From an optimization exercise on the open Yosys and OpenROAD flow, aimed at small area and a short achievable clock period; shortcuts taken in it are not production practice. At most, simulation tests tie the RTL to the original design; equivalence was not proved. Power figures rest on the tool's default switching activity, not on a simulated workload.

Design valu_top, start of the top module:
module valu_top #(
	parameter	VLEN	=	64
) (
	input				clk,
	input	[10:0]		i_sew,
	input	[5:0]		i_ctrl,
	input	[VLEN-1:0]	i_dataa,
	input	[VLEN-1:0]	i_datab,
	output	[VLEN-1:0]	o_result
);
Size: ~3600 cells after synthesis, ~210 flip-flops.
==> flow/config.mk <==
export PLATFORM = sky130hd
export DESIGN_NAME = valu_top
export DESIGN_NICKNAME = valu_top
export VERILOG_FILES = /design/flow/design.v
export SDC_FILE = /design/flow/constraint.sdc
export NUM_CORES = 8
export LEC_CHECK = 0
export ABC_AREA = 1
export CAP_MARGIN = 40
export CORE_MARGIN = 2
export CORE_UTILIZATION = 50
export PLACE_DENSITY = 0.6
export SETUP_SLACK_MARGIN = 3
export SLEW_MARGIN = 40
==> flow/constraint.sdc <==
create_clock -name core_clock -period 9.0 [get_ports {clk}]
set_input_delay 1.8000 -clock core_clock [delete_from_list [all_inputs] [get_ports {clk}]]
set_output_delay 1.8000 -clock core_clock [all_outputs]
set_load 0.01 [all_outputs]
run.sh (not shown) runs the stock make flow with config.mk's settings and CLKGATE_MAP_FILE= SYNTH_SCRIPT=/design/flow/synth_recipe.tcl, a recipe that flattens the netlist after the stock synthesis.
The first run completed without violations.
Next try:
SETUP_SLACK_MARGIN = 5   (was 3)
Outcome: The new run completed without violations; clock-buffer cell count stays the same; routed wire length came out higher by 0.70%; maximum frequency came out higher by 17%; sequential cell count does not change; core utilization came out higher by 0.37 points; synthesized area stays the same; worst hold slack improves by 0.0087 ns.
No run of this note included a check of the RTL's function; only the layout flow was run.


Another version of the RTL of valu_top (not shown whole).
Size: roughly 2,800 cells after synthesis, roughly 210 flip-flops, about 210 I/O pins.
## valu_top
module valu_top #(
	parameter	VLEN	=	64
) (
	input				clk,
	input	[10:0]		i_sew,
	input	[5:0]		i_ctrl,
	input	[VLEN-1:0]	i_dataa,
	input	[VLEN-1:0]	i_datab,
	output	[VLEN-1:0]	o_result
);
export LEC_CHECK = 0
export ABC_AREA = 1
export CAP_MARGIN = 40
export CORE_MARGIN = 2
export CORE_UTILIZATION = 40
export PLACE_DENSITY = 0.5
export SLEW_MARGIN = 40
export SYNTH_HIERARCHICAL = 1
create_clock -name core_clock -period 9.0 [get_ports {clk}]
standard.sh (not shown) runs the stock make flow with config.mk's settings and CLKGATE_MAP_FILE= SYNTH_SCRIPT=/design/flow/synth_recipe.tcl, a recipe that flattens the netlist after the stock synthesis.
==> flow/flow/run.sh <==
#!/bin/bash
# Layout flow: the standard ORFS flow (standard.sh), with these changes:
#  - synthesis is the standard synthesis script, except that ABC maps the
#    logic with flow/abc_map.script (see flow/synth_wrap.tcl),
#  - the port buffers are buf_2 cells instead of the default delay buffer,
#  - clock tree sinks are clustered by 20 within 80 um (fewer leaf buffers),
#  - cells that a stronger cell of the same area and input capacitance
#    dominates (or the "_1" input capacitance, for three "_0" cells) are not
#    used: DONT_USE_CELLS is the platform's list plus these.
# make's output goes to standard.log; each ORFS step logs to orfs/logs/.
set -euo pipefail
cd "$(dirname "$0")/.."
W=$PWD
DONT_USE="sky130_fd_sc_hd__probe_p_8 sky130_fd_sc_hd__probec_p_8 sky130_fd_sc_hd__lpflow_bleeder_1 sky130_fd_sc_hd__lpflow_clkbufkapwr_1 sky130_fd_sc_hd__lpflow_clkbufkapwr_16 sky130_fd_sc_hd__lpflow_clkbufkapwr_2 sky130_fd_sc_hd__lpflow_clkbufkapwr_4 sky130_fd_sc_hd__lpflow_clkbufkapwr_8 sky130_fd_sc_hd__lpflow_clkinvkapwr_1 sky130_fd_sc_hd__lpflow_clkinvkapwr_16 sky130_fd_sc_hd__lpflow_clkinvkapwr_2 sky130_fd_sc_hd__lpflow_clkinvkapwr_4 sky130_fd_sc_hd__lpflow_clkinvkapwr_8 sky130_fd_sc_hd__lpflow_decapkapwr_12 sky130_fd_sc_hd__lpflow_decapkapwr_3 sky130_fd_sc_hd__lpflow_decapkapwr_4 sky130_fd_sc_hd__lpflow_decapkapwr_6 sky130_fd_sc_hd__lpflow_decapkapwr_8 sky130_fd_sc_hd__lpflow_inputiso0n_1 sky130_fd_sc_hd__lpflow_inputiso0p_1 sky130_fd_sc_hd__lpflow_inputiso1n_1 sky130_fd_sc_hd__lpflow_inputiso1p_1 sky130_fd_sc_hd__lpflow_inputisolatch_1 sky130_fd_sc_hd__lpflow_isobufsrc_1 sky130_fd_sc_hd__lpflow_isobufsrc_16 sky130_fd_sc_hd__lpflow_isobufsrc_2 sky130_fd_sc_hd__lpflow_isobufsrc_4 sky130_fd_sc_hd__lpflow_isobufsrc_8 sky130_fd_sc_hd__lpflow_isobufsrckapwr_16 sky130_fd_sc_hd__lpflow_lsbuf_lh_hl_isowell_tap_1 sky130_fd_sc_hd__lpflow_lsbuf_lh_hl_isowell_tap_2 sky130_fd_sc_hd__lpflow_lsbuf_lh_hl_isowell_tap_4 sky130_fd_sc_hd__lpflow_lsbuf_lh_isowell_4 sky130_fd_sc_hd__lpflow_lsbuf_lh_isowell_tap_1 sky130_fd_sc_hd__lpflow_lsbuf_lh_isowell_tap_2 sky130_fd_sc_hd__lpflow_lsbuf_lh_isowell_tap_4"
DONT_USE="$DONT_USE sky130_fd_sc_hd__a21boi_0 sky130_fd_sc_hd__and2_0 sky130_fd_sc_hd__o21ai_0 sky130_fd_sc_hd__o311ai_0 sky130_fd_sc_hd__or2_0"
DONT_USE="$DONT_USE sky130_fd_sc_hd__or2_1 sky130_fd_sc_hd__mux2_1 sky130_fd_sc_hd__a31o_1 sky130_fd_sc_hd__o211a_1 sky130_fd_sc_hd__a21bo_1"
DONT_USE="$DONT_USE sky130_fd_sc_hd__o21ba_1 sky130_fd_sc_hd__o221a_1 sky130_fd_sc_hd__or3b_1 sky130_fd_sc_hd__or4b_1 sky130_fd_sc_hd__and4bb_1"
export FLOW_SYNTH_TCL=$W/synth_recipe.tcl
export ABC_SCRIPT_FILE=$W/flow/abc_map.script
bash standard.sh SYNTH_SCRIPT=$W/flow/synth_wrap.tcl SETUP_SLACK_MARGIN=6 CTS_CLUSTER_SIZE=20 CTS_CLUSTER_DIAMETER=80 \
	"BUFFER_PORTS_ARGS=-buffer_cell sky130_fd_sc_hd__buf_2" \
	"DONT_USE_CELLS=$DONT_USE" \
	finish > standard.log 2>&1
Other scripts of this flow, unchanged in this note and not shown: flow/flow/abc_map.script, flow/flow/synth_wrap.tcl
The first run passed the timing, design-rule and antenna checks.
Edit:
--- a/flow/flow/run.sh
+++ b/flow/flow/run.sh
@@ -7,3 +7,2 @@
-#  - cells that a stronger cell of the same area and input capacitance
-#    dominates (or the "_1" input capacitance, for three "_0" cells) are not
-#    used: DONT_USE_CELLS is the platform's list plus these.
+#  - five weak "_0" cells whose "_1" versions have the same area are not
+#    used (DONT_USE_CELLS is the platform's list plus these five).
@@ -16,2 +14,0 @@
-DONT_USE="$DONT_USE sky130_fd_sc_hd__or2_1 sky130_fd_sc_hd__mux2_1 sky130_fd_sc_hd__a31o_1 sky130_fd_sc_hd__o211a_1 sky130_fd_sc_hd__a21bo_1"
-DONT_USE="$DONT_USE sky130_fd_sc_hd__o21ba_1 sky130_fd_sc_hd__o221a_1 sky130_fd_sc_hd__or3b_1 sky130_fd_sc_hd__or4b_1 sky130_fd_sc_hd__and4bb_1"
What happened: Design area decreases slightly; core utilization decreases by 0.55 points; sequential power stays flat; cell count is about the same; clock skew fell by 0.0090 ns; register-to-register slack stays flat; total power is higher by a few percent; combinational power stays flat; setup slack is better by 0.036 ns.
Edit:
==> flow/flow/run.sh (replaced) <==
#!/bin/bash
set -euo pipefail
cd "$(dirname "$0")/.."
W=$PWD
export FLOW_SYNTH_TCL=$W/synth_recipe.tcl
export ABC_SCRIPT_FILE=$W/flow/abc_map.script
bash standard.sh SYNTH_SCRIPT=$W/flow/synth_wrap.tcl SETUP_SLACK_MARGIN=6 \
	"BUFFER_PORTS_ARGS=-buffer_cell sky130_fd_sc_hd__buf_2" \
	finish > standard.log 2>&1
Via count went up by 0.97%. Global-route usage fell by 0.28 points. Final area goes up by 1.3%. Power climbs by 11%. Clock power went up by 33%.
Edit:
--- a/flow/flow/run.sh
+++ b/flow/flow/run.sh
@@ -7 +7 @@
-bash standard.sh SYNTH_SCRIPT=$W/flow/synth_wrap.tcl SETUP_SLACK_MARGIN=6 \
+bash standard.sh SYNTH_SCRIPT=$W/flow/synth_wrap.tcl SETUP_SLACK_MARGIN=6 CTS_CLUSTER_SIZE=20 CTS_CLUSTER_DIAMETER=80 \
Setup slack stays flat.
Sequential cell count stays the same.
Die area stays the same.


indigo:
valu_top again, from the RTL that the note above started with.
// valu_top
module valu_top #(
	parameter	VLEN	=	64
) (
	input				clk,
	input	[10:0]		i_sew,
	input	[5:0]		i_ctrl,
	input	[VLEN-1:0]	i_dataa,
	input	[VLEN-1:0]	i_datab,
	output	[VLEN-1:0]	o_result
);
export LEC_CHECK = 0
export ABC_AREA = 1
export CAP_MARGIN = 40
export CORE_MARGIN = 2
export CORE_UTILIZATION = 40
export PLACE_DENSITY = 0.5
export SLEW_MARGIN = 40
export SYNTH_HIERARCHICAL = 1
create_clock -name core_clock -period 9.0 [get_ports {clk}]
==> flow/flow/run.sh <==
#!/bin/bash
set -euo pipefail
cd "$(dirname "$0")/.."
bash standard.sh SETUP_SLACK_MARGIN=6 \
	"BUFFER_PORTS_ARGS=-buffer_cell sky130_fd_sc_hd__buf_2" \
	finish > standard.log 2>&1
## Diff of input files: garnet against indigo
--- a/flow/flow/run.sh
+++ b/flow/flow/run.sh
@@ -1,0 +2,6 @@
+# Layout flow: the standard ORFS flow (standard.sh), with these changes:
+#  - synthesis is the standard synthesis script, except that ABC maps the
+#    logic with flow/abc_map.script (see flow/synth_wrap.tcl),
+#  - the port buffers are buf_2 cells instead of the default delay buffer,
+#  - clock tree sinks are clustered by 20 within 80 um (fewer leaf buffers).
+# make's output goes to standard.log; each ORFS step logs to orfs/logs/.
@@ -4 +10,4 @@
-bash standard.sh SETUP_SLACK_MARGIN=6 \
+W=$PWD
+export FLOW_SYNTH_TCL=$W/synth_recipe.tcl
+export ABC_SCRIPT_FILE=$W/flow/abc_map.script
+bash standard.sh SYNTH_SCRIPT=$W/flow/synth_wrap.tcl SETUP_SLACK_MARGIN=6 CTS_CLUSTER_SIZE=20 CTS_CLUSTER_DIAMETER=80 \
==> flow/flow/abc_map.script (new file) <==
strash
dch
map -B 0.5
topo
stime -c
buffer -c
upsize -c
dnsize -c
stime -c
==> flow/flow/synth_wrap.tcl (new file) <==
# Synthesis = the standard synthesis script (synth_recipe.tcl), with one
# change: ABC maps the logic with the script in ABC_SCRIPT_FILE instead of
# ORFS's abc_area.script. Registers are not touched by ABC.
proc abc {args} {
  set i [lsearch -exact $args -script]
  if { $i >= 0 && [info exists ::env(ABC_SCRIPT_FILE)] } {
    lset args [expr { $i + 1 }] $::env(ABC_SCRIPT_FILE)
  }
  puts "abc (wrapped): $args"
  yosys abc {*}$args
}
source $::env(FLOW_SYNTH_TCL)
[summary]
- Looking at the reports, garnet completed the entire flow and the layout it produced met the timing, design-rule and antenna checks.
- Looking at combined global-route utilization of all metal layers, garnet sits 0.36 points lower than indigo does.
- Non-clock buffer count in garnet vs indigo: down 6.5%
- garnet vs indigo, timing-limited maximum frequency went up by 2.2%.
- ~same clock slew seen by the registers of the worst setup and hold paths in indigo and garnet
- Average routed wire per standard cell of garnet is on par with indigo.
- [compare] base=indigo new=garnet: overall power consumption lost about 11%, amount of wire on met2 after detailed routing lost 5.7%, final period demand of the worst path lost 0.067 ns, gate count after technology mapping lost about 5%, setup slack picked up an extra 0.067 ns.

[afterwards: timing with drivers on the ports]
Ports are ideal in the flow. The routed layouts listed here were re-timed in OpenROAD.
Step 1: set_driving_cell puts a clkbuf_16 on clk and a buf_2 on each other input, an assumption about the parent block.
Step 2, shift: input delay + t, output delay - t, t = (earliest + latest rising clock arrival at the registers) / 2. This alone moves slack from input paths to output paths.
a / b / c = no drivers / after step 1 / after step 2; a / b = the first two.
run	t, ns	setup WS [ns]	worst slew at a driven data input, ns
the first run of note 1	0.596	4.468 / 4.468 / 4.294	0.07
the second run of note 1	0.597	5.132 / 5.132 / 4.687	0.07
the first run of note 2	0.579	6.010 / 6.039 / 5.459	0.05
the second run of note 2	0.583	6.046 / 6.046 / 5.526	0.05
the third run of note 2	0.622	6.012 / 6.012 / 5.461	0.06
the fourth run of note 2	0.577	6.010 / 6.037 / 5.472	0.05
indigo	0.619	5.943 / 5.984 / 5.365	0.06
garnet	0.577	6.010 / 6.037 / 5.472	0.05
After both steps every run listed still meets setup and hold. For indigo, which loses most, drivers alone change the setup slack by +0.041 ns; drivers and shift together by -0.578 ns.
